Background: an optimization exercise with open tools, aiming at small area and a short achievable clock period. Do not read the settings as production practice. The RTL was checked by simulation tests, not by an equivalence proof against the original design. Power and IR drop assume default switching activity.

==> flow/design.v (outline; a module is shown in full before it is edited, if it fits) <==
// module dsp_mult: 2042 lines
// module fa: 10 lines
// module ha: 9 lines
module dsp_mult #
(
    parameter WIDTH = 32
)
(
    input  wire                  clk,
    input  wire                  rst,
    input  wire [WIDTH-1:0]      input_a_tdata,
    input  wire                  input_a_tvalid,
    output wire                  input_a_tready,
    input  wire [WIDTH-1:0]      input_b_tdata,
    input  wire                  input_b_tvalid,
    output wire                  input_b_tready,
    input  wire [WIDTH-1:0]      input_c_tdata,
    input  wire                  input_c_tvalid,
    output wire                  input_c_tready,
    output wire [(WIDTH*2)-1:0]  output_tdata,
    output reg                   output_tvalid,
    input  wire                  output_tready
);
  // ...
==> flow/flow/run.sh <==
#!/bin/bash
# The standard layout (the standard.sh, unchanged synthesis) with two changes:
#  - the port buffers that global placement inserts are plain buf_1 cells instead
#    of the delay buffers buffer_ports picks by default;
#  - timing repair aims for a setup margin of 5.5 ns (the period less 5.5 ns).
set -euo pipefail
export BUFFER_PORTS_ARGS="-buffer_cell sky130_fd_sc_hd__buf_1"
export SETUP_SLACK_MARGIN=5.5
bash standard.sh > standard.log 2>&1
==> flow/standard.sh <==
#!/bin/bash
# synth_recipe.tcl (not shown) runs the flow's synth.tcl, then flattens the netlist and writes it again
# the make line also repeats each setting of config.mk as NAME=value (left out here)
make -C /OpenROAD-flow-scripts/flow DESIGN_CONFIG=/design/flow/config.mk WORK_HOME=/design/flow/orfs CLKGATE_MAP_FILE= SYNTH_SCRIPT=/design/flow/synth_recipe.tcl "${@:-finish}"
==> flow/config.mk <==
export PLATFORM = sky130hd
export DESIGN_NAME = dsp_mult
export DESIGN_NICKNAME = dsp_mult
export VERILOG_FILES = /design/flow/design.v
export SDC_FILE = /design/flow/constraint.sdc
export NUM_CORES = 4
export LEC_CHECK = 0
export ABC_AREA = 1
export CAP_MARGIN = 20
export CORE_MARGIN = 2
export CORE_UTILIZATION = 40
export CTS_BUF_LIST = sky130_fd_sc_hd__clkbuf_4
export SLEW_MARGIN = 20
export SYNTH_HIERARCHICAL = 1
==> flow/constraint.sdc <==
create_clock -name core_clock -period 9.5 [get_ports {clk}]
set_input_delay 1.9000 -clock core_clock [delete_from_list [all_inputs] [get_ports {clk}]]
set_output_delay 1.9000 -clock core_clock [all_outputs]
set_load 0.01 [all_outputs]
==> out/results.txt, run 1 <==
Cell type contributing the most total cell area after synthesis: fa_1. Each instance of the synthesized netlist takes up on average 10.9 sq um. The capture endpoint of the worst hold path is r4[27]. Cell internal power was estimated by the tool at 6.48 mW. Leaving out fill and tap cells, the most frequent cells in the layout are xor2_1, o22ai_1, fa_1. For the worst setup slack for register-to-register paths, the log shows 5540 ps. For the maximum number of pins on one net before global-route repair, the log shows 35. Of the total power, combinational logic draws 64.6%.

The most numerous cell in the Yosys netlist is xor2_1. The routed layout has 22,500 vias. The die covers 77,000 sq um.

Setup repair after global routing could not meet its margin everywhere. Sequential cells burn 22.7% of the power. The fraction of the mapped netlist area in adder cells was 37.8%; the total sequential power was 2.66 mW. The floorplan row count is 100. The combinational family with the most area after synthesis was adder cells. By area the synthesized netlist is led by fa_1, dfxtp_1, xor2_1, o22ai_1, ha_1. The run finished with no timing, DRC or antenna violations. The total power per unit cell area was 353 nW/um^2. From synthesis to final layout, the design area changed by 10.9%. CTS root buffer: clkbuf_4. Non-clock buffering takes up 4.90% of total cell area after layout. The synthesized netlist devotes 11.6% of its cell area to compound gates.

The H-tree was split into 3 levels. In this run the vertical extent of the chip is 277 microns. The routed metal-1 wirelength was 37,000 microns. The initial antenna violation count came out at 2. The maximum fanout encountered on the critical timing path is 3, and the power consumed by the clock network is 1.48 mW. The share of async-settable or async-resettable flops after synthesis was 0%. Summing internal, switching and leakage power gives 11.7 mW.

For met3 alone, demand over resource in global routing was 8.93%.
==> run 2, diff against run 1 <==
--- a/flow/config.mk
+++ b/flow/config.mk
@@ -9,6 +9,8 @@
 export CAP_MARGIN = 20
 export CORE_MARGIN = 2
 export CORE_UTILIZATION = 40
-export CTS_BUF_LIST = sky130_fd_sc_hd__clkbuf_4
+export CTS_BUF_LIST = sky130_fd_sc_hd__clkbuf_8
+export CTS_CLUSTER_DIAMETER = 50
+export CTS_CLUSTER_SIZE = 24
 export SLEW_MARGIN = 20
 export SYNTH_HIERARCHICAL = 1
==> run 2 against run 1 <==
Net effect:
- synthesized cell count is the same
- global-route usage shrank 0.36 points
- largest power group unchanged
- via count shrank 1.5%
- first-iteration DRC count grew 8.6%
==> out/results.txt, run 2 <==
The run gives 5.25 mW (was 5.22 mW) as the power spent charging and discharging nets. For the area of the mapped netlist, the log shows 29,900 sq um (unchanged). The count of buffers inserted at the top-level ports was 169 (unchanged); the clock network latency to the later pin of the worst-skew pair was 720 ps (was 930 ps). The total leakage power is 13.9 nW (was 14.0 nW). Cell type contributing the most total cell area after synthesis: fa_1 (unchanged).

The clock edge transition at the registers on the reported setup and hold paths works out to 70 ps (was 60 ps). The die width is 277 microns (unchanged). The logs give 40.3% (unchanged) for the initial core utilization and 5540 ps (about the same) for the worst setup slack for register-to-register paths. The maximum buffer depth of the clock tree came out at 3 (unchanged). The worst vdd rail ir drop was 164 uV (was 155 uV).

The tools report the die footprint as 77,000 sq um (unchanged). Top cells by instance count after synthesis: xor2_1, o22ai_1, fa_1 (unchanged). The total power per unit cell area came out at 352 nW/um^2 (was 353 nW/um^2).

The number of nets at the end of the flow came out at 3,534 (was 3,584). For the estimated wirelength of the detail-placed design, the log shows 64,300 microns (unchanged). The tools report the final routed DRC violation total as 0 (unchanged). The count of cells along the worst register-to-register path works out to 9 (unchanged).

The power share of the combinational group was 64.6% (about the same); the count of non-filler cells in the finished layout was 3,835 (was 3,919). The final critical-path required period works out to 4110 ps (about the same). Registers with the most flip-flops: r3: 64 flops, r4: 64 flops (unchanged).

The share of async-settable or async-resettable flops after synthesis was 0% (unchanged); the worst setup skew after layout was 69.6 ps (was 72.7 ps). Number of global-route vias before repair: 24,300 (was 24,700). The run gives 2,461 (was 2,267) as the number of DRC markers after the initial detailed-route iteration. The run gives 2210 ps (about the same) as the worst path arrival time. Sequential fraction of design power: 22.7% (about the same).

The number of enable-type register cells in the synthesized netlist came out at 0 (unchanged). The maximum cell stage delay along the critical path came out at 110 ps (about the same). The class of the most critical hold timing path was reg -> reg (unchanged). The number of cells on the critical path was 4 (unchanged). The tools report the synthesized netlist net count as 3,456 (unchanged). The leading cell type in the layout, fill and taps excluded is xor2_1 (unchanged).

The run gives 3,704 (unchanged) as the placed instance count. The cell count of the worst hold path was 0 (unchanged); the placeable core area was 74,200 sq um (unchanged). The top-area cell type share of the netlist area came out at 32.5% (unchanged). Setup repair after global routing could not meet its margin everywhere. The setup TNS after final layout is 0 ps (unchanged), and the final routed wirelength across all metal layers is 96,400 microns (was 97,500 microns).

The number of vias per cell is 5.79 (was 5.75), and the detailed route wirelength on metal2 is 42,800 microns (was 43,700 microns). The count of buffering cells on the critical path with inverters included works out to 3 (unchanged). Uppermost layer routed: met4 (was met5). The clock sink count is 380 (unchanged), and the number of different library cells in the post-synthesis netlist is 33 (unchanged).

The initial antenna violation count was 3 (was 2). Max-slew violation total from the final report: 0 (unchanged). The total clock buffers created by CTS was 54 (was 104); the switching power share of the total was 44.9% (was 44.6%). Series of cell instances along the critical path: buf_8, nand2_4, inv_2, buf_6 (unchanged). The max-cap violation count was 0 (unchanged). The logs give 0.957 (unchanged) for the final weighted congestion of routability-driven global placement and 0 (unchanged) for the antenna violation net count after detailed routing. The logs give 0 (unchanged) for the setup-violating endpoint count in the final report and 243 MHz (about the same) for the upper clock frequency limit. The global router's overall resource usage is 25.0% (was 25.4%). The most numerous cell in the Yosys netlist was xor2_1 (unchanged). Top library cells by usage in the layout, fill and taps aside: xor2_1, o22ai_1, fa_1 (unchanged). For the internal power summed over all cells, the log shows 6.43 mW (was 6.48 mW). The relative contribution of the clock network to total power is 12.6% (about the same), and the fraction of final layout cells with drive strength greater than 1 is 9.68% (was 11.7%).

The dominant synthesized flop cell was dfxtp_1 (unchanged). The average size of a mapped cell was 10.9 sq um (unchanged); the final core utilization was 44.7% (about the same). The first-pass GRT wire length is 147,000 microns (was 149,000 microns). Endpoint required time on the critical path: 7600 ps (about the same). The cell with the largest stage delay on the worst path was buf_8 (unchanged).

Maximum number of pins on one net before global-route repair: 35 (unchanged). Class of the most critical setup path: in -> out (unchanged). The tools report the CTS root buffer as clkbuf_8 (was clkbuf_4). The met3 wire length is 11,800 microns (was 12,000 microns). The tools report the relative slew slack as 44.9% (was 33.6%). Endpoint kind of the worst setup timing path: an output port (unchanged). The maximum fanout encountered on the critical timing path is 3 (unchanged), and the number of cells produced by synthesis is 2,742 (unchanged).

The routed metal-1 wirelength came out at 36,600 microns (was 37,000 microns). The tools report the detailed-router iteration count before antenna repair as 6 (unchanged). The floorplan die height was 277 microns (unchanged); the number of I/O pins was 170 (unchanged). The transition time at the pin with the least slew margin came out at 824 ps (was 993 ps). The kind of cell with the highest combined delay on the critical path was buffers and inverters (unchanged). The total via count after detailed routing is 22,200 (was 22,500), and the signed area change from the synthesized netlist to the final layout is 10.8% (was 10.9%). The number of buffers inserted by hold repair at cts was 0 (unchanged).

Dominant cells by area after synthesis: fa_1, dfxtp_1, xor2_1, o22ai_1, ha_1 (unchanged). The average wire length per cell after detail routing is 25.1 microns (was 24.9 microns). The startpoint type of the worst setup path is an input pin (unchanged).

The count of final hold-check violations was 0 (unchanged). The flow ran to the end and the layout has no timing, DRC or antenna violations. The final period utilization is 43.3% (about the same). The floorplan row count is 100 (unchanged). The tools report the number of levels the H-tree was split into as 2 (was 3). TritonCTS built the clock tree. Synthesis-stage register bit count: 380 (unchanged). The total number of yosys warnings was 7 (unchanged). The run gives 25.4% (unchanged) as the sequential fraction of the synthesis area. Total overflow reported by the global router: 0 (unchanged).
[run 2: cell counts after synthesis]
Identical to the previous run, type by type.
[run 2: repair_timing]
action,in CTS,in global routing
hold endpoints to repair,0,0
endpoints found under the setup margin,49,29
resized for setup,27,59
buffers inserted,22,7
pin swaps,2,3
[run 2: cells by family (layout without fill, tap and decap cells)]
family	count (synthesis)	after routing	synth area share, %
AND/OR/NAND/NOR	166	166	2.42
buffers and inverters	458	579	5.95
multiplexers	15	15	0.565
XOR/XNOR	555	555	16.3
AO/OA/AOI/OAI	556	556	11.6
adder cells (fa/ha/maj)	612	612	37.8
other	0	3	0
flip-flops	380	380	25.4
[run 2: modules after synthesis (local to each module, per instance)]
module | copies in the design | cells | cell area [sq um] | flip-flops and latches
dsp_mult | 1 | 2230 | 20100 | 380
fa | 456 | 1 | 20.0 | 0
ha | 56 | 1 | 12.5 | 0
[run 2: metrics by stage]
stage                     hold WS [ps]  power [mW]  cell area, sq um  setup WS, ps
final                              324        11.7             33100          5390
after CTS                          328        11.9             32900          5390
after floorplan                    310        7.82             29900          5570
after detailed placement           312        10.3             31300          5250
after global routing               333        13.0             33100          5380
after global placement             312        10.1             31300          5260
[run 2: power groups by stage]
| stage | Clock (mW) | Sequential (mW) | Combinational, mW |
|---|---|---|---|
| finish | 1.48 | 2.66 | 7.55 |
| global route | 1.60 | 2.72 | 8.67 |
| CTS | 1.54 | 2.67 | 7.68 |
| detailed placement | 0 | 2.70 | 7.60 |
| global placement | 0 | 2.69 | 7.40 |
| floorplan | 0 | 2.70 | 5.12 |
[run 2: worst paths after layout]
kind / from / to
setup / recovery: output_tready / input_c_tready
hold / removal: r3[29] / r4[29]
setup reg to reg: one[14] / cs2_31
hold reg to reg: r3[29] / r4[29]
[run 2: area by class of cell]
type	instances	area (sq um)
diodes	3	7.51
fillers	6864	41100
flip-flops and latches	380	7630
inverters	203	815
multi-input cells	1904	20500
clock buffers	57	785
clock inverters	42	494
well taps	969	1210
repair buffers	277	1660
[run 2: routing by layer]
layer,vias to the layer above,track usage (%)
li1,9276,-
met1,11000,31.8
met2,1540,38.0
met3,348,7.85
met4,0,13.4
met5,-,0
==> run 3, diff against run 2 <==
--- a/flow/config.mk
+++ b/flow/config.mk
@@ -8,7 +8,7 @@
 export ABC_AREA = 1
 export CAP_MARGIN = 20
 export CORE_MARGIN = 2
-export CORE_UTILIZATION = 40
+export CORE_UTILIZATION = 55
 export CTS_BUF_LIST = sky130_fd_sc_hd__clkbuf_8
 export CTS_CLUSTER_DIAMETER = 50
 export CTS_CLUSTER_SIZE = 24
==> run 3 against run 2 <==
Net effect:
- global-route usage is 8.6 points higher
- fmax hardly changed
- setup slack worse by 3.7 ps
- total power is 3.9% lower
- clock skew is 3.6 ps lower
==> out/results.txt, run 3 <==
Dominant cells by area after synthesis: fa_1, dfxtp_1, xor2_1, o22ai_1, ha_1 (unchanged). The count of cells along the worst register-to-register path was 10 (was 9); the number of enable-type register cells in the synthesized netlist was 0 (unchanged). The die width is 237 microns (was 277 microns). The floorplan die height came out at 237 microns (was 277 microns). The met1 usage in global routing was 44.4% (was 31.8%). Global router's overall resource usage: 33.6% (was 25.0%).

The final period utilization works out to 43.3% (about the same). The setup TNS after final layout came out at 0 ps (unchanged). Total overflow reported by the global router: 0 (unchanged). The worst path arrival time came out at 2210 ps (about the same).

Transition time at the pin with the least slew margin: 944 ps (was 824 ps). Average size of a mapped cell: 10.9 sq um (unchanged). The startpoint type of the worst setup path is an input pin (unchanged). The number of I/O pins was 170 (unchanged). TritonCTS built the clock tree. CTS root buffer: clkbuf_8 (unchanged). The die footprint is 56,300 sq um (was 77,000 sq um). The most numerous cell in the Yosys netlist was xor2_1 (unchanged).

The total number of yosys warnings is 7 (unchanged). The final critical-path required period came out at 4110 ps (about the same). The average wire length per cell after detail routing works out to 26.6 microns (was 25.1 microns). The logs give 36.8% (was 44.9%) for the relative slew slack and 31,000 sq um (was 31,300 sq um) for the cell area after placement.

For the initial core utilization, the log shows 55.6% (was 40.3%). Total clock buffers created by CTS: 38 (was 54). The cell type contributing the most total cell area after synthesis was fa_1 (unchanged). The clock sink count came out at 380 (unchanged). The run gives 3 (unchanged) as the maximum buffer depth of the clock tree.

Dominant synthesized flop cell: dfxtp_1 (unchanged). The number of nets at the end of the flow is 3,519 (was 3,534). The number of global-route vias before repair was 23,600 (was 24,300). The met3 track demand over resource in global routing is 11.5% (was 7.85%). For the count of final hold-check violations, the log shows 0 (unchanged). The tools report the endpoint kind of the worst setup timing path as an output port (unchanged). The total power per unit cell area works out to 348 nW/um^2 (was 352 nW/um^2).

The run gives 6 (unchanged) as the detailed-router iteration count before antenna repair. The max-slew violation total from the final report came out at 0 (unchanged). The summed area of non-filler cells in the final layout is 32,300 sq um (was 33,100 sq um), and the antenna violation net count after detailed routing is 0 (unchanged). The multi-input combinational cell area was 20,500 sq um (about the same). Top cells by instance count after synthesis: xor2_1, o22ai_1, fa_1 (unchanged). Leading cell type in the layout, fill and taps excluded: xor2_1 (unchanged).

The maximum number of pins on one net before global-route repair is 35 (unchanged), and the final routed wirelength across all metal layers is 93,900 microns (was 96,400 microns). The met2 usage in global routing came out at 49.6% (was 38.0%). The run finished with no timing, DRC or antenna violations. Synthesized netlist net count: 3,456 (unchanged). Worst flop-to-flop path endpoint: cs2_30 (was cs2_31).

The total via count after detailed routing was 22,200 (about the same); the worst setup slack for register-to-register paths was 5530 ps (was 5540 ps). The fraction of final layout cells with drive strength greater than 1 was 9.03% (was 9.68%); the placeable core area was 53,800 sq um (was 74,200 sq um). The initial antenna violation count was 1 (was 3); the register area was 7640 sq um (was 7630 sq um).

Registers with the most flip-flops: r3: 64 flops, r4: 64 flops (unchanged). The number of diodes added for antenna fixing was 0 (was 3); the endpoint required time on the critical path was 7600 ps (about the same). The total leakage power was 13.7 nW (was 13.9 nW). The number of cells produced by synthesis is 2,742 (unchanged). The run gives 670 ps (was 720 ps) as the clock network latency to the later pin of the worst-skew pair.

The tools report the launch point of the critical path as output_tready (unchanged). The final weighted congestion of routability-driven global placement is 0.958 (was 0.957). The share of async-settable or async-resettable flops after synthesis came out at 0% (unchanged). The worst hold-check slack is 321 ps (was 324 ps).

The post-route total power came out at 11.2 mW (was 11.7 mW). Capturing element of the worst setup path: input_c_tready (unchanged). The maximum fanout encountered on the critical timing path was 3 (unchanged); the setup-violating endpoint count in the final report was 0 (unchanged).

Number of DRC markers after the initial detailed-route iteration: 2,717 (was 2,461). The sequential fraction of the synthesis area was 25.4% (unchanged); the clock edge transition at the registers on the reported setup and hold paths was 80 ps (was 70 ps). The synthesis-stage register bit count was 380 (unchanged); the number of levels the H-tree was split into was 2 (unchanged).

The final routed DRC violation total came out at 0 (unchanged). The top-area cell type share of the netlist area came out at 32.5% (unchanged). Count of buffers inserted at the top-level ports: 169 (unchanged). The startpoint of the worst-slack reg-to-reg timing path is one[3] (was one[14]). First-pass GRT wire length: 142,000 microns (was 147,000 microns). The run gives 66.0 ps (was 69.6 ps) as the worst setup skew after layout.

The tools report the count of fill cells added during filler insertion as 4,584 (was 6,864). Top library cells by usage in the layout, fill and taps aside: xor2_1, o22ai_1, fa_1 (unchanged). The class of the most critical setup path was in -> out (unchanged). The area of the mapped netlist came out at 29,900 sq um (unchanged).

The floorplan row count is 85 (was 100). The run gives 188 uV (was 164 uV) as the worst vdd rail ir drop. Setup repair after global routing could not meet its margin everywhere.

The max-cap violation count came out at 0 (unchanged). Number of different library cells in the post-synthesis netlist: 33 (unchanged). The estimated wirelength of the detail-placed design is 60,200 microns (was 64,300 microns).

The most utilized layer in the global route result is met2 (unchanged). The number of buffers inserted by hold repair at cts is 0 (unchanged). The number of vias per cell works out to 6.30 (was 5.79). The upper clock frequency limit came out at 243 MHz (about the same).

The class of the most critical hold timing path was reg -> reg (unchanged). Signed area change from the synthesized netlist to the final layout: 8.00% (was 10.8%).
run 3: cell counts after synthesis:
Identical to the previous run, type by type.
run 3: logic make-up (layout without fill, tap and decap cells):
| family | after synthesis | after routing | synth area share (%) |
|---|---|---|---|
| xor+xnor | 555 | 555 | 16.3 |
| mux | 15 | 15 | 0.565 |
| fa+ha+maj | 612 | 612 | 37.8 |
| simple gates | 166 | 166 | 2.42 |
| flops | 380 | 380 | 25.4 |
| buf+inv | 458 | 550 | 5.95 |
| compound gates | 556 | 556 | 11.6 |
run 3: routing by layer:
metal	vias to the layer above	wire length, microns	share of wire, %
met2	1686	40100	43
met5	-	13	0.014
met4	2	5200	5.5
met3	407	12700	14
met1	10900	35900	38
li1	9211	-	-
run 3: area by class of cell:
cell class | instances | share of cell area [%]
Multi-Input combinational cell | 1904 | 63.6
Sequential cell | 380 | 23.7
Timing Repair Buffer | 278 | 4.97
Tap cell | 696 | 2.70
Inverter | 203 | 2.52
Clock buffer | 42 | 1.79
Clock inverter | 27 | 0.771
run 3: repair_timing:
item	4_1_cts	5_1_grt
pin swaps	1	3
buffers inserted	18	14
endpoints found under the setup margin	64	41
gates resized for setup	26	36
run 3: worst max-delay path: stages:
cell	delay [ps]
buf_8	100
nand2_2	60
inv_2	40
buf_6	110
run 3: per-stage QoR:
stage	setup WS (ps)	util (%)	instances
after floorplan	5570	-	2742
after global placement	5240	57.6	3429
after detailed placement	5070	57.6	3429
after CTS	5390	59.6	3516
after global routing	5370	60.0	3530
final	5390	60.0	3530
run 3: Yosys stat by module (local to each module, per instance):
| module | cell area [sq um] | cells |
|---|---|---|
| dsp_mult | 20100 | 2230 |
| fa | 20.0 | 1 |
| ha | 12.5 | 1 |
run 3: how the worst min path moves through the flow:
stage / depth (start not counted) / end / startpoint
floorplan: 0 / r3[0] / cs0_0
global placement: 0 / r4[50] / r3[50]
detailed placement: 0 / r4[40] / r3[40]
CTS: 0 / r4[46] / r3[46]
global route: 0 / r4[46] / r3[46]
finish: 0 / r4[46] / r3[46]
run 3: report_power, final:
group | internal (mW) | switching [mW] | total, mW
combinational | 3.24 | 4.23 | 7.48
clock | 0.452 | 0.648 | 1.10
sequential | 2.43 | 0.218 | 2.65
==> run 4, diff against run 3 <==
--- a/flow/config.mk
+++ b/flow/config.mk
@@ -10,7 +10,5 @@
 export CORE_MARGIN = 2
 export CORE_UTILIZATION = 55
 export CTS_BUF_LIST = sky130_fd_sc_hd__clkbuf_8
-export CTS_CLUSTER_DIAMETER = 50
-export CTS_CLUSTER_SIZE = 24
 export SLEW_MARGIN = 20
 export SYNTH_HIERARCHICAL = 1
==> run 4 against run 3 <==
Net effect:
- count of clock-buffer cells in the layout grew 33
- global-route usage up 0.11 points
- final area increased by 1.2%
- total power is 2.9% higher
- sequential power barely moved
- final cell count grew 0.96%
- critical endpoint is now input_b_tready
- largest cell class unchanged
==> out/results.txt, run 4 <==
The logs give 7600 ps (about the same) for the endpoint required time on the critical path and 4,553 (was 4,584) for the count of fill cells added during filler insertion. Synthesized netlist net count: 3,456 (unchanged). The tools report the count of final hold-check violations as 0 (unchanged).

The run gives 0.958 (unchanged) as the final weighted congestion of routability-driven global placement. The tools report the setup-violating endpoint count in the final report as 0 (unchanged). For the total overflow reported by the global router, the log shows 0 (unchanged).

The most numerous cell in the Yosys netlist is xor2_1 (unchanged). The antenna violation net count after detailed routing is 0 (unchanged), and the final routed wirelength across all metal layers is 93,900 microns (about the same). The die footprint came out at 56,300 sq um (unchanged). The class of the most critical hold timing path is reg -> reg (unchanged). The transition time at the pin with the least slew margin was 939 ps (was 944 ps). The class of the most critical setup path was in -> out (unchanged). The fraction of final layout cells with drive strength greater than 1 came out at 9.52% (was 9.03%). The top-area cell type share of the netlist area was 32.5% (unchanged). Dominant synthesized flop cell: dfxtp_1 (unchanged). The run gives 3 (was 1) as the initial antenna violation count. The final period utilization works out to 43.3% (about the same). CTS root buffer: clkbuf_8 (unchanged). The leading cell type in the layout, fill and taps excluded is xor2_1 (unchanged).

The number of nets at the end of the flow was 3,538 (was 3,519); the count of cells along the worst register-to-register path was 9 (was 10). The tools report the worst setup skew after layout as 38.4 ps (was 66.0 ps). The maximum buffer depth of the clock tree came out at 3 (unchanged). The number of DRC markers after the initial detailed-route iteration is 2,681 (was 2,717). The cell count of the worst hold path was 0 (unchanged); the share of async-settable or async-resettable flops after synthesis was 0% (unchanged). The average size of a mapped cell is 10.9 sq um (unchanged). The run gives 33 (unchanged) as the number of different library cells in the post-synthesis netlist. The tools report the summed area of non-filler cells in the final layout as 32,700 sq um (was 32,300 sq um).

The tools report the clock sink count as 380 (unchanged). Number of global-route vias before repair: 23,800 (was 23,600). Top library cells by usage in the layout, fill and taps aside: xor2_1, o22ai_1, fa_1 (unchanged). Series of cell instances along the critical path: clkbuf_2, nand2_4, inv_2, buf_6 (was buf_8, nand2_2, inv_2, buf_6). The setup TNS after final layout is 0 ps (unchanged), and the detailed-router iteration count before antenna repair is 6 (unchanged). The flow ran to the end and the layout has no timing, DRC or antenna violations.

The kind of cell with the highest combined delay on the critical path was buffers and inverters (unchanged). For the number of buffers inserted by hold repair at cts, the log shows 0 (unchanged). The number of vias per cell was 6.25 (was 6.30).

The tools report the startpoint type of the worst setup path as an input pin (unchanged). The logs give 700 ps (was 670 ps) for the clock network latency to the later pin of the worst-skew pair and 2210 ps (about the same) for the worst path arrival time. The die width is 237 microns (unchanged), and the max-slew violation total from the final report is 0 (unchanged).

Number of cells on the critical path: 4 (unchanged). The max-cap violation count was 0 (unchanged); the placeable core area was 53,800 sq um (unchanged). The initial core utilization came out at 55.6% (unchanged). The synthesis-stage register bit count is 380 (unchanged). For the upper clock frequency limit, the log shows 243 MHz (about the same). The worst vdd rail ir drop came out at 177 uV (was 188 uV). The tools report the total via count after detailed routing as 22,300 (was 22,200). The total power per unit cell area works out to 354 nW/um^2 (was 348 nW/um^2).

The final routed DRC violation total was 0 (unchanged); the floorplan die height was 237 microns (unchanged). The number of enable-type register cells in the synthesized netlist is 0 (unchanged). Dominant cells by area after synthesis: fa_1, dfxtp_1, xor2_1, o22ai_1, ha_1 (unchanged). Average wire length per cell after detail routing: 26.3 microns (was 26.6 microns). For the relative slew slack, the log shows 36.7% (was 36.8%).

Total leakage power: 13.9 nW (was 13.7 nW). For the sequential fraction of the synthesis area, the log shows 25.4% (unchanged). Area of the mapped netlist: 29,900 sq um (unchanged). TritonCTS built the clock tree. The total number of yosys warnings is 7 (unchanged), and the count of buffers inserted at the top-level ports is 169 (unchanged). The floorplan row count came out at 85 (unchanged). The number of levels the H-tree was split into is 2 (unchanged). The run gives 60,200 microns (unchanged) as the estimated wirelength of the detail-placed design.

The signed area change from the synthesized netlist to the final layout came out at 9.28% (was 8.00%). Cell type contributing the most total cell area after synthesis: fa_1 (unchanged). The count of buffering cells on the critical path with inverters included was 3 (unchanged); the final critical-path required period was 4110 ps (about the same). The maximum cell stage delay along the critical path is 110 ps (about the same), and the worst setup slack for register-to-register paths is 5550 ps (was 5530 ps). Top cells by instance count after synthesis: xor2_1, o22ai_1, fa_1 (unchanged). Registers with the most flip-flops: r3: 64 flops, r4: 64 flops (unchanged). The maximum fanout encountered on the critical timing path was 2 (was 3); the clock edge transition at the registers on the reported setup and hold paths was 60 ps (was 80 ps). The number of I/O pins is 170 (unchanged). Setup repair after global routing could not meet its margin everywhere.

The cell with the largest stage delay on the worst path was clkbuf_2 (was buf_6). The logs give 61 (was 38) for the total clock buffers created by CTS and 31,000 sq um (unchanged) for the cell area after placement. The number of cells produced by synthesis came out at 2,742 (unchanged).

Endpoint kind of the worst setup timing path: an output port (unchanged). The first-pass GRT wire length is 142,000 microns (about the same), and the global router's overall resource usage is 33.7% (was 33.6%). The maximum number of pins on one net before global-route repair was 35 (unchanged).
[run 4: final cells by class]
type / count / area, sq um / share of cell area [%]
inverters: 203 / 813 / 2.49
clock buffers: 75 / 1030 / 3.16
well taps: 696 / 871 / 2.66
repair buffers: 274 / 1570 / 4.79
clock inverters: 31 / 205 / 0.628
multi-input cells: 1904 / 20600 / 62.9
flip-flops and latches: 380 / 7630 / 23.4
diodes: 1 / 2.50 / 0.00766
[run 4: per-stage QoR]
step / worst slack, ps / hold slack [ps] / power, mW / instances / util, %
finish: 5390 / 320 / 11.6 / 3564 / 60.7
CTS: 5390 / 318 / 11.6 / 3550 / 60.3
global placement: 5240 / 310 / 9.91 / 3429 / 57.6
global route: 5370 / 324 / 12.9 / 3564 / 60.7
floorplan: 5570 / 310 / 7.82 / 2742 / -
detailed placement: 5070 / 312 / 10.1 / 3429 / 57.6
[run 4: kinds of logic after synthesis]
group,share of synthesized area [%]
AND/OR/NAND/NOR,2.42
flip-flops,25.4
buffers and inverters,5.95
adder cells (fa/ha/maj),37.8
XOR/XNOR,16.3
multiplexers,0.565
AO/OA/AOI/OAI,11.6
[run 4: repair_timing]
action / CTS / global route
buffers inserted: 15 / 13
endpoints found under the setup margin: 61 / 36
pin swaps: 1 / 3
resized for setup: 27 / 34
[run 4: final timing paths]
check	end	startpoint
setup / recovery	input_b_tready	input_a_tvalid
setup reg to reg	cs1_32	one[7]
hold / removal	r4[46]	r3[46]
hold reg to reg	r4[46]	r3[46]
[run 4: routing by layer]
metal	up-vias	part of all wire [%]	GRT usage (%)
li1	9265	-	-
met3	450	14	11.9
met1	10900	38	44.0
met5	-	0.029	0
met2	1663	42	49.4
met4	4	6.0	17.7
[run 4: worst reg2reg max path, cell delays in order, from the launching register on]
cell	delay [ps]
dfxtp_1	330
inv_1	50
buf_4	430
o22ai_1	190
xor2_1	200
fa_1	610
fa_1	430
fa_1	480
fa_1	650
fa_1	450
[run 4: where the power goes]
part | switching, mW | total [mW] | internal [mW] | leakage [nW]
Sequential | 0.218 | 2.65 | 2.44 | 3.20
Combinational | 4.23 | 7.48 | 3.25 | 10.0
Clock | 0.658 | 1.42 | 0.766 | 0.706
[run 4: per-module statistics from Yosys, one instance, submodules excluded]
| module | area, sq um | flops+latches | cells inside | times used |
|---|---|---|---|---|
| ha | 12.5 | 0 | 1 | 56 |
| fa | 20.0 | 0 | 1 | 456 |
| dsp_mult | 20100 | 380 | 2230 | 1 |
==> run 5, diff against run 4 <==
--- a/flow/config.mk
+++ b/flow/config.mk
@@ -8,7 +8,10 @@
 export ABC_AREA = 1
 export CAP_MARGIN = 20
 export CORE_MARGIN = 2
-export CORE_UTILIZATION = 55
+export CORE_UTILIZATION = 65
 export CTS_BUF_LIST = sky130_fd_sc_hd__clkbuf_8
+export CTS_CLUSTER_DIAMETER = 50
+export CTS_CLUSTER_SIZE = 24
 export SLEW_MARGIN = 20
 export SYNTH_HIERARCHICAL = 1
+export TNS_END_PERCENT = 10
==> run 5 against run 4 <==
Net effect:
- clock power decreased by 24%
- combinational power increased by 2%
- final cell count decreased by 4.0%
- die area decreased by 15%
- routed wire length decreased by 2.7%
- core utilization increased by 9.8 points
- register-to-register slack got worse by 130 ps
- critical endpoint unchanged
==> out/results.txt, run 5 <==
The flow ran to the end and the layout has no timing, DRC or antenna violations. The cell type contributing the most total cell area after synthesis is fa_1 (unchanged). Top library cells by usage in the layout, fill and taps aside: xor2_1, o22ai_1, fa_1 (unchanged).

The top-area cell type share of the netlist area was 32.5% (unchanged). The clock edge transition at the registers on the reported setup and hold paths works out to 110 ps (was 60 ps). The logs give 33 (unchanged) for the number of different library cells in the post-synthesis netlist and 3,509 (was 3,538) for the number of nets at the end of the flow.

The post-route total power is 11.4 mW (was 11.6 mW), and the maximum fanout encountered on the critical timing path is 3 (was 2). The run gives 0.940 (was 0.958) as the final weighted congestion of routability-driven global placement. The run gives 2 (unchanged) as the number of levels the H-tree was split into.

Total overflow reported by the global router: 0 (unchanged). The total leakage power was 13.6 nW (was 13.9 nW). The cell with the largest stage delay on the worst path was buf_2 (was clkbuf_2). The detailed-router iteration count before antenna repair is 9 (was 6), and the transition time at the pin with the least slew margin is 914 ps (was 939 ps). The class of the most critical setup path was in -> out (unchanged). Final routed DRC violation total: 0 (unchanged). The placeable core area is 45,400 sq um (was 53,800 sq um). Setup repair after global routing could not meet its margin everywhere. The startpoint of the worst-slack reg-to-reg timing path was one[1] (was one[7]). The upper clock frequency limit is 243 MHz (about the same).

The run gives 680 ps (was 700 ps) as the clock network latency to the later pin of the worst-skew pair. The cell count of the worst hold path works out to 0 (unchanged). The logs give 0 (unchanged) for the max-cap violation count and 0 (unchanged) for the antenna violation net count after detailed routing.

Launch point of the critical path: output_tready (was input_a_tvalid). For the initial core utilization, the log shows 65.9% (was 55.6%). Relative slew slack: 38.4% (was 36.7%). The endpoint required time on the critical path came out at 7600 ps (about the same). The count of cells along the worst register-to-register path was 9 (unchanged); the die width was 218 microns (was 237 microns).

For the worst path arrival time, the log shows 2210 ps (about the same). The maximum cell stage delay along the critical path is 130 ps (was 110 ps). Dominant cells by area after synthesis: fa_1, dfxtp_1, xor2_1, o22ai_1, ha_1 (unchanged). The synthesized netlist net count was 3,456 (unchanged); the setup TNS after final layout was 0 ps (unchanged). TritonCTS built the clock tree.

Met1 usage in global routing: 50.4% (was 44.0%). Registers with the most flip-flops: r3: 64 flops, r4: 64 flops (unchanged). The run gives 0 (unchanged) as the setup-violating endpoint count in the final report. The average wire length per cell after detail routing was 26.7 microns (was 26.3 microns); the met3 track demand over resource in global routing was 14.9% (was 11.9%).

The maximum number of pins on one net before global-route repair is 35 (unchanged). Series of cell instances along the critical path: buf_8, nand2_2, inv_1, buf_2 (was clkbuf_2, nand2_4, inv_2, buf_6). The met2 usage in global routing is 57.2% (was 49.4%).

For the number of I/O pins, the log shows 170 (unchanged). Endpoint kind of the worst setup timing path: an output port (unchanged). The average size of a mapped cell is 10.9 sq um (unchanged). The floorplan die height is 218 microns (was 237 microns), and the estimated wirelength of the detail-placed design is 58,800 microns (was 60,200 microns).

Top cells by instance count after synthesis: xor2_1, o22ai_1, fa_1 (unchanged). The area of the mapped netlist was 29,900 sq um (unchanged); the signed area change from the synthesized netlist to the final layout was 6.96% (was 9.28%). Number of vias per cell: 6.57 (was 6.25). The CTS root buffer is clkbuf_8 (unchanged). The total power per unit cell area is 355 nW/um^2 (was 354 nW/um^2).

Class of the most critical hold timing path: reg -> reg (unchanged). The worst setup skew after layout was 46.5 ps (was 38.4 ps); the first-pass GRT wire length was 139,000 microns (was 142,000 microns). The capture endpoint of the worst hold path is r4[46] (unchanged). The start point of the worst hold path was r3[46] (unchanged). The count of non-filler cells in the finished layout came out at 3,422 (was 3,564). The leading cell type in the layout, fill and taps excluded is xor2_1 (unchanged). The worst flop-to-flop path endpoint is cs1_22 (was cs1_32). The total clock buffers created by CTS was 34 (was 61); the number of enable-type register cells in the synthesized netlist was 0 (unchanged).

The count of buffers inserted at the top-level ports is 169 (unchanged). The logs give 3 (unchanged) for the maximum buffer depth of the clock tree and 47,700 sq um (was 56,300 sq um) for the die footprint. The count of final hold-check violations came out at 0 (unchanged). The worst vdd rail ir drop is 310 uV (was 177 uV). For the total via count after detailed routing, the log shows 22,500 (was 22,300).

The share of async-settable or async-resettable flops after synthesis was 0% (unchanged). Dominant synthesized flop cell: dfxtp_1 (unchanged). The number of DRC markers after the initial detailed-route iteration came out at 3,110 (was 2,681). Final critical-path required period: 4110 ps (about the same).

The run gives 24,000 (was 23,800) as the number of global-route vias before repair. For the total number of yosys warnings, the log shows 7 (unchanged). The most numerous cell in the Yosys netlist is xor2_1 (unchanged). The sequential fraction of the synthesis area is 25.4% (unchanged). The floorplan row count is 78 (was 85), and the placed instance count is 3,331 (was 3,429). The logs give 91,400 microns (was 93,900 microns) for the final routed wirelength across all metal layers and 39.1% (was 33.7%) for the global router's overall resource usage. The fraction of final layout cells with drive strength greater than 1 works out to 8.29% (was 9.52%). The number of cells produced by synthesis came out at 2,742 (unchanged). The initial antenna violation count came out at 1 (was 3).

The most utilized layer in the global route result was met2 (unchanged). The tools report the max-slew violation total from the final report as 0 (unchanged). The final period utilization works out to 43.3% (about the same).

The worst setup slack for register-to-register paths is 5420 ps (was 5550 ps), and the synthesis-stage register bit count is 380 (unchanged). The clock sink count was 380 (unchanged). The tools report the startpoint type of the worst setup path as an input pin (unchanged).
run 5: per-module statistics from Yosys, one instance, submodules excluded:
module    flops+latches  area [sq um]
dsp_mult            380         20100
ha                    0          12.5
fa                    0          20.0
run 5: worst max-delay path by stage:
stage / to / depth (start not counted)
finish: input_b_tready / 4
global route: input_a_tready / 4
CTS: input_c_tready / 4
detailed placement: cs2_29 / 9
global placement: cs1_32 / 8
floorplan: input_c_tready / 2
run 5: layout make-up:
cell class | instances | area (sq um)
multi-input combinational | 1904 | 20500
fill | 3417 | 13400
sequential | 380 | 7640
timing repair buffer | 270 | 1460
inverter | 203 | 800
tap | 600 | 751
clock buffer | 36 | 495
clock inverter | 26 | 289
timing repair inverter | 2 | 15.0
antenna | 1 | 2.50
run 5: metal layers:
layer	wire [microns]	vias to the layer above	share of wire (%)
met4	5340	2	5.8
met5	51	-	0.056
li1	-	9219	-
met1	33200	10900	36
met3	13700	478	15
met2	39000	1849	43
run 5: critical path: cells and delay by family:
family | cells | cell delay [ps]
buffers and inverters | 3 | 260
and+or+nand+nor | 1 | 50
run 5: logic make-up (layout without fill, tap and decap cells):
group	Yosys count	count (layout)	synth area share, %
AO/OA/AOI/OAI	556	556	11.6
other	0	1	0
XOR/XNOR	555	555	16.3
AND/OR/NAND/NOR	166	166	2.42
multiplexers	15	15	0.565
buffers and inverters	458	537	5.95
adder cells (fa/ha/maj)	612	612	37.8
flip-flops	380	380	25.4
run 5: what timing repair did:
action | 4_1_cts | 5_1_grt
gates resized for setup | 16 | 26
pin swaps | 0 | 2
buffers inserted | 10 | 16
gates cloned | 2 | 0
hold buffers | 0 | 0
endpoints found under the setup margin | 59 | 40
run 5: per-stage QoR:
| stage | hold WS [ps] | util (%) | setup WS [ps] | instance area (sq um) |
|---|---|---|---|---|
| 5_1_grt | 314 | 70.5 | 5370 | 32000 |
| 2_1_floorplan | 310 | - | 5570 | 29900 |
| 3_5_place_dp | 312 | 68.0 | 5040 | 30900 |
| 6_report | 311 | 70.5 | 5390 | 32000 |
| 3_3_place_gp | 310 | 68.0 | 5220 | 30900 |
| 4_1_cts | 313 | 70.1 | 5300 | 31800 |
run 5: where the power goes:
group | leakage (nW) | internal (mW) | switching, mW | total, mW
logic | 9.99 | 3.28 | 4.34 | 7.63
clock network | 0.398 | 0.432 | 0.648 | 1.08
registers | 3.20 | 2.43 | 0.221 | 2.65
==> run 6, diff against run 5 <==
--- a/flow/config.mk
+++ b/flow/config.mk
@@ -14,4 +14,3 @@
 export CTS_CLUSTER_SIZE = 24
 export SLEW_MARGIN = 20
 export SYNTH_HIERARCHICAL = 1
-export TNS_END_PERCENT = 10
==> run 6 against run 5 <==
Net effect:
- largest power group unchanged
- sequential power hardly changed
- non-clock buffer count fell by 4
- still clean
- critical path depth did not move
==> out/results.txt, run 6 <==
The initial antenna violation count was 1 (unchanged); the die width was 218 microns (unchanged). The share of async-settable or async-resettable flops after synthesis is 0% (unchanged), and the placed instance count is 3,331 (unchanged). The switching power share of the total is 45.9% (about the same). The maximum fanout encountered on the critical timing path works out to 3 (unchanged). The tools report the startpoint type of the worst setup path as an input pin (unchanged). The number of buffers inserted by hold repair at cts came out at 0 (unchanged).

The number of I/O pins is 170 (unchanged). The run gives 6.16 mW (was 6.15 mW) as the internal power summed over all cells. The number of vias per cell is 6.60 (was 6.57). Maximum number of pins on one net before global-route repair: 35 (unchanged).

Cell type contributing the most total cell area after synthesis: fa_1 (unchanged). Final weighted congestion of routability-driven global placement: 0.940 (unchanged). The average size of a mapped cell was 10.9 sq um (unchanged). For the total overflow reported by the global router, the log shows 0 (unchanged).

The least setup slack across all paths after layout was 5380 ps (was 5390 ps). Top library cells by usage in the layout, fill and taps aside: xor2_1, o22ai_1, fa_1 (unchanged). Synthesis-stage register bit count: 380 (unchanged). The run finished with no timing, DRC or antenna violations. The power spent charging and discharging nets is 5.23 mW (was 5.21 mW), and the clock network latency to the later pin of the worst-skew pair is 680 ps (about the same). The dominant synthesized flop cell was dfxtp_1 (unchanged). The synthesized netlist net count was 3,456 (unchanged); the total clock buffers created by CTS was 34 (unchanged). The number of different library cells in the post-synthesis netlist is 33 (unchanged), and the average wire length per cell after detail routing is 26.9 microns (was 26.7 microns).

The count of buffers inserted at the top-level ports came out at 169 (unchanged). The count of fill cells added during filler insertion came out at 3,412 (was 3,417). The sequential fraction of design power was 23.3% (about the same). Most numerous cell in the Yosys netlist: xor2_1 (unchanged). Summed area of non-filler cells in the final layout: 32,100 sq um (was 32,000 sq um).

Estimated wirelength of the detail-placed design: 58,800 microns (unchanged). The maximum cell stage delay along the critical path is 110 ps (was 130 ps). Setup repair after global routing could not meet its margin everywhere.

The total number of yosys warnings came out at 7 (unchanged). For the sequential fraction of the synthesis area, the log shows 25.4% (unchanged). The clock sink count came out at 380 (unchanged). The number of global-route vias before repair is 24,000 (about the same). The endpoint required time on the critical path is 7600 ps (about the same), and the floorplan row count is 78 (unchanged). The number of levels the H-tree was split into was 2 (unchanged); the top-area cell type share of the netlist area was 32.5% (unchanged).

The floorplan die height was 218 microns (unchanged); the worst vdd rail ir drop was 311 uV (was 310 uV). The fraction of final layout cells with drive strength greater than 1 is 8.45% (was 8.29%), and the final critical-path required period is 4120 ps (was 4110 ps). For the final routed DRC violation total, the log shows 0 (unchanged). The final period utilization came out at 43.4% (was 43.3%).

The tools report the maximum buffer depth of the clock tree as 3 (unchanged). Registers with the most flip-flops: r3: 64 flops, r4: 64 flops (unchanged). Total via count after detailed routing: 22,500 (about the same). The class of the most critical setup path is in -> out (unchanged). The number of enable-type register cells in the synthesized netlist was 0 (unchanged); the relative contribution of the clock network to total power was 9.5% (about the same). For the antenna violation net count after detailed routing, the log shows 0 (unchanged). Clock edge transition at the registers on the reported setup and hold paths: 110 ps (about the same).

The worst setup slack before clock tree synthesis was 5040 ps (unchanged); the number of nets at the end of the flow was 3,505 (was 3,509). The leading cell type in the layout, fill and taps excluded is xor2_1 (unchanged). The transition time at the pin with the least slew margin is 913 ps (was 914 ps), and the power share of the combinational group is 67.2% (about the same). TritonCTS built the clock tree. The die footprint is 47,700 sq um (unchanged), and the cell area after placement is 30,900 sq um (unchanged).

The max-slew violation total from the final report came out at 0 (unchanged). The worst path arrival time is 2220 ps (was 2210 ps). The endpoint kind of the worst setup timing path was an output port (unchanged).

The first-pass GRT wire length was 140,000 microns (was 139,000 microns); the count of non-filler cells in the finished layout was 3,418 (was 3,422). CTS root buffer: clkbuf_8 (unchanged). Number of cells produced by synthesis: 2,742 (unchanged). Dominant cells by area after synthesis: fa_1, dfxtp_1, xor2_1, o22ai_1, ha_1 (unchanged). The signed area change from the synthesized netlist to the final layout is 7.31% (was 6.96%).

The setup-violating endpoint count in the final report is 0 (unchanged). The run gives 8 (was 9) as the detailed-router iteration count before antenna repair. The cell with the largest stage delay on the worst path was buf_8 (was buf_2).

The count of final hold-check violations was 0 (unchanged). The setup TNS after final layout is 0 ps (unchanged). The run gives 243 MHz (about the same) as the upper clock frequency limit. Total power per unit cell area: 355 nW/um^2 (about the same). Series of cell instances along the critical path: buf_8, nand2_4, inv_2, buf_6 (was buf_8, nand2_2, inv_1, buf_2). The run gives 2,957 (was 3,110) as the number of DRC markers after the initial detailed-route iteration.

Top cells by instance count after synthesis: xor2_1, o22ai_1, fa_1 (unchanged). The logs give 38.5% (was 38.4%) for the relative slew slack and 5480 ps (was 5420 ps) for the worst setup slack for register-to-register paths. The final core utilization was 70.7% (was 70.5%).

The initial core utilization is 65.9% (unchanged). The class of the most critical hold timing path was reg -> reg (unchanged). For the final routed wirelength across all metal layers, the log shows 91,800 microns (was 91,400 microns).

The placeable core area was 45,400 sq um (unchanged); the max-cap violation count was 0 (unchanged). The worst setup skew after layout is 42.3 ps (was 46.5 ps), and the global router's overall resource usage is 39.2% (was 39.1%). Area of the mapped netlist: 29,900 sq um (unchanged). The run gives 13.6 nW (about the same) as the total leakage power.
==> run 6: cell count changes in the layout (fill, tap and decap cells not counted), moves of 2 or more <==
cell,before,now
nand2_2,7,5
buf_4,93,71
dfxtp_4,4,6
dfxtp_1,365,363
nand2_4,3,5
buf_2,2,0
inv_1,193,190
inv_2,1,3
buf_6,7,27
==> run 6: final timing paths <==
| check | from | end | cells after the start |
|---|---|---|---|
| setup reg to reg | two[7] | cs1_32 | 9 |
| hold / removal | r3[46] | r4[46] | 0 |
| hold reg to reg | r3[46] | r4[46] | 0 |
| setup / recovery | output_tready | input_a_tready | 4 |
==> run 6: cells by family after synthesis <==
logic type	count (synthesis)	synth area share [%]
compound gates	556	11.6
mux	15	0.565
xor+xnor	555	16.3
buf+inv	458	5.95
fa+ha+maj	612	37.8
flops	380	25.4
simple gates	166	2.42
==> run 6: Yosys stat by module, one instance, submodules excluded <==
module    flops+latches  cells  area (sq um)  copies in the design
fa                    0      1          20.0                   456
dsp_mult            380   2230         20100                     1
ha                    0      1          12.5                    56
==> run 6: repair_timing <==
action	4_1_cts	5_1_grt
cloned	2	0
endpoints found under the setup margin	59	29
pin swaps	1	3
setup buffers	15	7
gates resized for setup	29	49
==> run 6: final cells by class <==
type | instances | area, sq um | area share (%)
diodes | 1 | 2.50 | 0.00780
clock buffers | 36 | 495 | 1.54
clock inverters | 26 | 289 | 0.901
inverters | 203 | 803 | 2.50
multi-input cells | 1904 | 20600 | 64.0
flip-flops and latches | 380 | 7640 | 23.8
well taps | 600 | 751 | 2.34
repair buffers | 266 | 1540 | 4.80
repair inverters | 2 | 15.0 | 0.0468
==> run 6: power by group through the flow <==
| stage | Clock, mW | Combinational, mW | Sequential, mW |
|---|---|---|---|
| finish | 1.08 | 7.66 | 2.65 |
| global route | 1.17 | 8.67 | 2.71 |
| CTS | 1.11 | 7.60 | 2.66 |
| detailed placement | 0 | 7.50 | 2.69 |
| global placement | 0 | 7.20 | 2.68 |
| floorplan | 0 | 5.12 | 2.70 |
==> run 6: through the flow <==
| step | hold WS (ps) | power (mW) |
|---|---|---|
| after floorplan | 310 | 7.82 |
| after global placement | 310 | 9.88 |
| after detailed placement | 312 | 10.2 |
| after CTS | 313 | 11.4 |
| after global routing | 314 | 12.6 |
| final | 310 | 11.4 |
==> run 6: routing by layer <==
metal  part of all wire [%]  up-vias  track usage [%]
met5                      0        -                0
met4                    6.2        0             21.0
li1                       -     9187                -
met1                     36    11000             50.6
met2                     43     1918             57.0
met3                     15      491             15.0
==> run 6: critical path: cells and delay by family <==
| kind | cells | cell delay [ps] |
|---|---|---|
| and+or+nand+nor | 1 | 60 |
| buffers and inverters | 3 | 260 |
==> run 7, diff against run 6 <==
==> flow/flow/run.sh (replaced) <==
#!/bin/bash
# The standard layout (the standard.sh, unchanged synthesis) with two changes:
#  - the port buffers that global placement inserts are plain buf_1 cells instead
#    of the delay buffers buffer_ports picks by default;
#  - timing repair aims for a setup margin of 5.4 ns (the period less 5.4 ns).
set -euo pipefail
export BUFFER_PORTS_ARGS="-buffer_cell sky130_fd_sc_hd__buf_1"
export SETUP_SLACK_MARGIN=5.4
bash standard.sh > standard.log 2>&1
--- a/flow/config.mk
+++ b/flow/config.mk
@@ -8,7 +8,7 @@
 export ABC_AREA = 1
 export CAP_MARGIN = 20
 export CORE_MARGIN = 2
-export CORE_UTILIZATION = 65
+export CORE_UTILIZATION = 40
 export CTS_BUF_LIST = sky130_fd_sc_hd__clkbuf_8
 export CTS_CLUSTER_DIAMETER = 50
 export CTS_CLUSTER_SIZE = 24
==> run 7 against run 6 <==
Net effect:
- highest routed layer is now met5
- global-route usage decreased by 14 points
- routed wire length is 5.0% higher
- fmax rose by 0.28%
- critical endpoint is now input_c_tready
- final area up 2.9%
- register-to-register slack got worse by 90 ps
==> out/results.txt, run 7 <==
The tools report the number of nets at the end of the flow as 3,536 (was 3,505). For the internal power summed over all cells, the log shows 6.42 mW (was 6.16 mW). The average wire length per cell after detail routing works out to 25.1 microns (was 26.9 microns).

The endpoint required time on the critical path came out at 7600 ps (about the same). The worst setup skew after layout came out at 65.8 ps (was 42.3 ps). Top cells by instance count after synthesis: xor2_1, o22ai_1, fa_1 (unchanged).

For the least setup slack across all paths after layout, the log shows 5390 ps (was 5380 ps). The summed area of non-filler cells in the final layout was 33,000 sq um (was 32,100 sq um). The flow ran to the end and the layout has no timing, DRC or antenna violations.

Series of cell instances along the critical path: buf_8, nand2_4, inv_2, buf_6 (unchanged). The cell with the largest stage delay on the worst path is buf_8 (unchanged). The run gives 720 ps (was 680 ps) as the clock network latency to the later pin of the worst-skew pair. Kind of cell with the highest combined delay on the critical path: buffers and inverters (unchanged). Total clock buffers created by CTS: 54 (was 34).

The signed area change from the synthesized netlist to the final layout came out at 10.4% (was 7.31%). Initial core utilization: 40.3% (was 65.9%). The count of non-filler cells in the finished layout is 3,836 (was 3,418). Setup repair after global routing could not meet its margin everywhere. The tools report the relative contribution of the clock network to total power as 12.6% (was 9.5%). Endpoint kind of the worst setup timing path: an output port (unchanged).

The final period utilization was 43.3% (was 43.4%). The number of cells produced by synthesis was 2,742 (unchanged). The synthesized netlist net count came out at 3,456 (unchanged). For the area of the mapped netlist, the log shows 29,900 sq um (unchanged). Worst vdd rail ir drop: 163 uV (was 311 uV).

The power spent charging and discharging nets was 5.25 mW (was 5.23 mW). The maximum fanout encountered on the critical timing path is 3 (unchanged). The top-area cell type share of the netlist area works out to 32.5% (unchanged).

The die footprint was 77,000 sq um (was 47,700 sq um). Switching power share of the total: 45.0% (was 45.9%). The worst setup slack for register-to-register paths came out at 5390 ps (was 5480 ps). The total leakage power is 13.9 nW (was 13.6 nW), and the maximum cell stage delay along the critical path is 110 ps (about the same). The placeable core area came out at 74,200 sq um (was 45,400 sq um). TritonCTS built the clock tree.

The synthesis-stage register bit count is 380 (unchanged), and the maximum buffer depth of the clock tree is 3 (unchanged). The initial antenna violation count is 2 (was 1). The floorplan die height came out at 277 microns (was 218 microns).

The floorplan row count came out at 100 (was 78). The antenna violation net count after detailed routing is 0 (unchanged). Final routed wirelength across all metal layers: 96,400 microns (was 91,800 microns). The dominant synthesized flop cell is dfxtp_1 (unchanged).

Final routed DRC violation total: 0 (unchanged). The total overflow reported by the global router was 0 (unchanged); the total power per unit cell area was 353 nW/um^2 (was 355 nW/um^2). The max-cap violation count was 0 (unchanged). The maximum number of pins on one net before global-route repair is 35 (unchanged). Cell type contributing the most total cell area after synthesis: fa_1 (unchanged).

The first-pass GRT wire length is 147,000 microns (was 140,000 microns). The final critical-path required period came out at 4110 ps (was 4120 ps). The number of enable-type register cells in the synthesized netlist was 0 (unchanged). The number of levels the H-tree was split into came out at 2 (unchanged). Top library cells by usage in the layout, fill and taps aside: xor2_1, o22ai_1, fa_1 (unchanged).

The sequential fraction of the synthesis area came out at 25.4% (unchanged). The sequential fraction of design power was 22.8% (was 23.3%). The total via count after detailed routing is 22,200 (was 22,500).

CTS root buffer: clkbuf_8 (unchanged). The fraction of final layout cells with drive strength greater than 1 is 9.67% (was 8.45%). The placed instance count is 3,704 (was 3,331), and the setup-violating endpoint count in the final report is 0 (unchanged). The leading cell type in the layout, fill and taps excluded was xor2_1 (unchanged).

The number of global-route vias before repair came out at 24,200 (was 24,000). The clock edge transition at the registers on the reported setup and hold paths is 70 ps (was 110 ps). The final weighted congestion of routability-driven global placement is 0.957 (was 0.940), and the count of fill cells added during filler insertion is 6,893 (was 3,412).

Dominant cells by area after synthesis: fa_1, dfxtp_1, xor2_1, o22ai_1, ha_1 (unchanged). Startpoint type of the worst setup path: an input pin (unchanged). The logs give 31,300 sq um (was 30,900 sq um) for the cell area after placement and 243 MHz (about the same) for the upper clock frequency limit. The class of the most critical hold timing path was reg -> reg (unchanged). The tools report the number of DRC markers after the initial detailed-route iteration as 2,393 (was 2,957). The share of async-settable or async-resettable flops after synthesis was 0% (unchanged); the detailed-router iteration count before antenna repair was 8 (unchanged).

The run gives 0 (unchanged) as the max-slew violation total from the final report. The most numerous cell in the Yosys netlist was xor2_1 (unchanged). The count of buffering cells on the critical path with inverters included was 3 (unchanged).

The number of different library cells in the post-synthesis netlist is 33 (unchanged), and the total number of yosys warnings is 7 (unchanged). Worst setup slack before clock tree synthesis: 5250 ps (was 5040 ps). The setup TNS after final layout came out at 0 ps (unchanged).

The class of the most critical setup path is in -> out (unchanged). The estimated wirelength of the detail-placed design came out at 64,300 microns (was 58,800 microns). The relative slew slack came out at 47.4% (was 38.5%). The average size of a mapped cell was 10.9 sq um (unchanged). The power share of the combinational group was 64.6% (was 67.2%); the die width was 277 microns (was 218 microns). The number of vias per cell was 5.78 (was 6.60); the count of final hold-check violations was 0 (unchanged). The count of buffers inserted at the top-level ports was 169 (unchanged). The transition time at the pin with the least slew margin came out at 787 ps (was 913 ps). The number of I/O pins was 170 (unchanged); the worst path arrival time was 2210 ps (was 2220 ps).

The global router's overall resource usage is 25.0% (was 39.2%). Registers with the most flip-flops: r3: 64 flops, r4: 64 flops (unchanged). The tools report the clock sink count as 380 (unchanged).
## run 7: cell count changes in the layout (fill, tap and decap cells not counted), sizes merged
| cell | previous run | this run |
|---|---|---|
| diode | 1 | 2 |
| bufinv | 1 | 4 |
| inv | 206 | 208 |
| buf | 264 | 279 |
| clkinv | 8 | 18 |
| clkbuf | 38 | 57 |
| clkinvlp | 16 | 15 |
## run 7: Yosys stat by module, one instance, submodules excluded
module | flip-flops and latches | cells inside | times used
dsp_mult | 380 | 2230 | 1
fa | 0 | 1 | 456
ha | 0 | 1 | 56
## run 7: per-layer routing
layer,wire [microns],track usage [%],share of wire [%],vias to the layer above
li1,-,-,-,9274
met4,5370,13.2,5.6,2
met5,179,1.69,0.19,-
met2,42600,38.1,44,1533
met1,36800,31.6,38,11000
met3,11400,7.61,12,360
## run 7: through the flow
| stage | power (mW) | hold WS (ps) | utilization [%] |
|---|---|---|---|
| after floorplan | 7.82 | 310 | - |
| after global placement | 10.1 | 312 | 42.2 |
| after detailed placement | 10.3 | 312 | 42.2 |
| after CTS | 11.9 | 328 | 44.2 |
| after global routing | 13.0 | 333 | 44.5 |
| final | 11.7 | 324 | 44.5 |
## run 7: area by class of cell
| type | count | area (sq um) | area share [%] |
|---|---|---|---|
| Clock buffer | 57 | 785 | 2.38 |
| Clock inverter | 42 | 494 | 1.50 |
| Multi-Input combinational cell | 1904 | 20500 | 62.2 |
| Timing Repair Buffer | 279 | 1550 | 4.71 |
| Inverter | 203 | 811 | 2.46 |
| Tap cell | 969 | 1210 | 3.67 |
| Sequential cell | 380 | 7630 | 23.1 |
| Antenna cell | 2 | 5.00 | 0.0152 |
## run 7: repair_timing
item	4_1_cts	5_1_grt
resized for setup	22	22
setup endpoints to repair	31	22
pin swaps	2	3
hold buffers	0	0
setup buffers	12	19
## run 7: kinds of logic (layout without fill, tap and decap cells)
logic type	after synthesis	in the layout	synth area share, %
buffers and inverters	458	581	5.95
AND/OR/NAND/NOR	166	166	2.42
multiplexers	15	15	0.565
XOR/XNOR	555	555	16.3
other	0	2	0
adder cells (fa/ha/maj)	612	612	37.8
flip-flops	380	380	25.4
AO/OA/AOI/OAI	556	556	11.6
## run 7: worst register-to-register path: stages, from the launching register on
cell and delay, ps:
dfxtp_2 330, buf_6 420, inv_1 200, xor2_1 340
fa_1 510, fa_1 460, fa_1 560, fa_1 450
fa_1 380, ha_1 290
## run 7: power by group through the flow
| stage | registers, mW | clock network, mW | logic (mW) |
|---|---|---|---|
| global placement | 2.69 | 0 | 7.40 |
| floorplan | 2.70 | 0 | 5.12 |
| global route | 2.72 | 1.60 | 8.65 |
| detailed placement | 2.70 | 0 | 7.60 |
| CTS | 2.67 | 1.54 | 7.67 |
| finish | 2.66 | 1.48 | 7.54 |
## run 7: final timing paths
| kind | endpoint | from | cells past startpoint |
|---|---|---|---|
| worst max register to register | cs2_30 | neg[13] | 9 |
| worst min-delay path | r4[29] | r3[29] | 0 |
| worst max-delay path | input_c_tready | output_tready | 4 |
| worst min register to register | r4[29] | r3[29] | 0 |

-- what the ideal ports hide --
The results above use ideal ports. As a check the final layouts listed here were re-extracted and re-timed, cells and wires unchanged.
Step 1: set_driving_cell puts a clkbuf_16 on clk and a buf_2 on each other input, an assumption about the parent block.
Step 2 adds t to the input delays and takes it off the output delays; t is the mean of the earliest and latest rising clock arrival at the registers after step 1. Input paths then give back, and output paths get back, about the clock's delay inside the block.
Slacks: ideal / step 1 / step 2; pairs: ideal / step 1.
run	shift t [ns]	slack for setup (ns)	hold slack, ns
run 1	0.958	5.390 / 5.347 / 5.347	0.321 / 0.321 / 0.321
run 2	0.746	5.390 / 5.347 / 5.347	0.324 / 0.324 / 0.324
run 3	0.689	5.386 / 5.341 / 5.341	0.321 / 0.321 / 0.321
run 4	0.744	5.388 / 5.349 / 5.349	0.320 / 0.320 / 0.320
run 5	0.707	5.391 / 5.342 / 5.342	0.311 / 0.311 / 0.311
run 6	0.708	5.378 / 5.337 / 5.337	0.310 / 0.310 / 0.310
run 7	0.749	5.390 / 5.347 / 5.347	0.324 / 0.324 / 0.324
After both steps setup and hold are still met in every run listed. The setup slack of run 5, which loses most, moves by -0.049 ns with the drivers and by -0.049 ns with both steps.
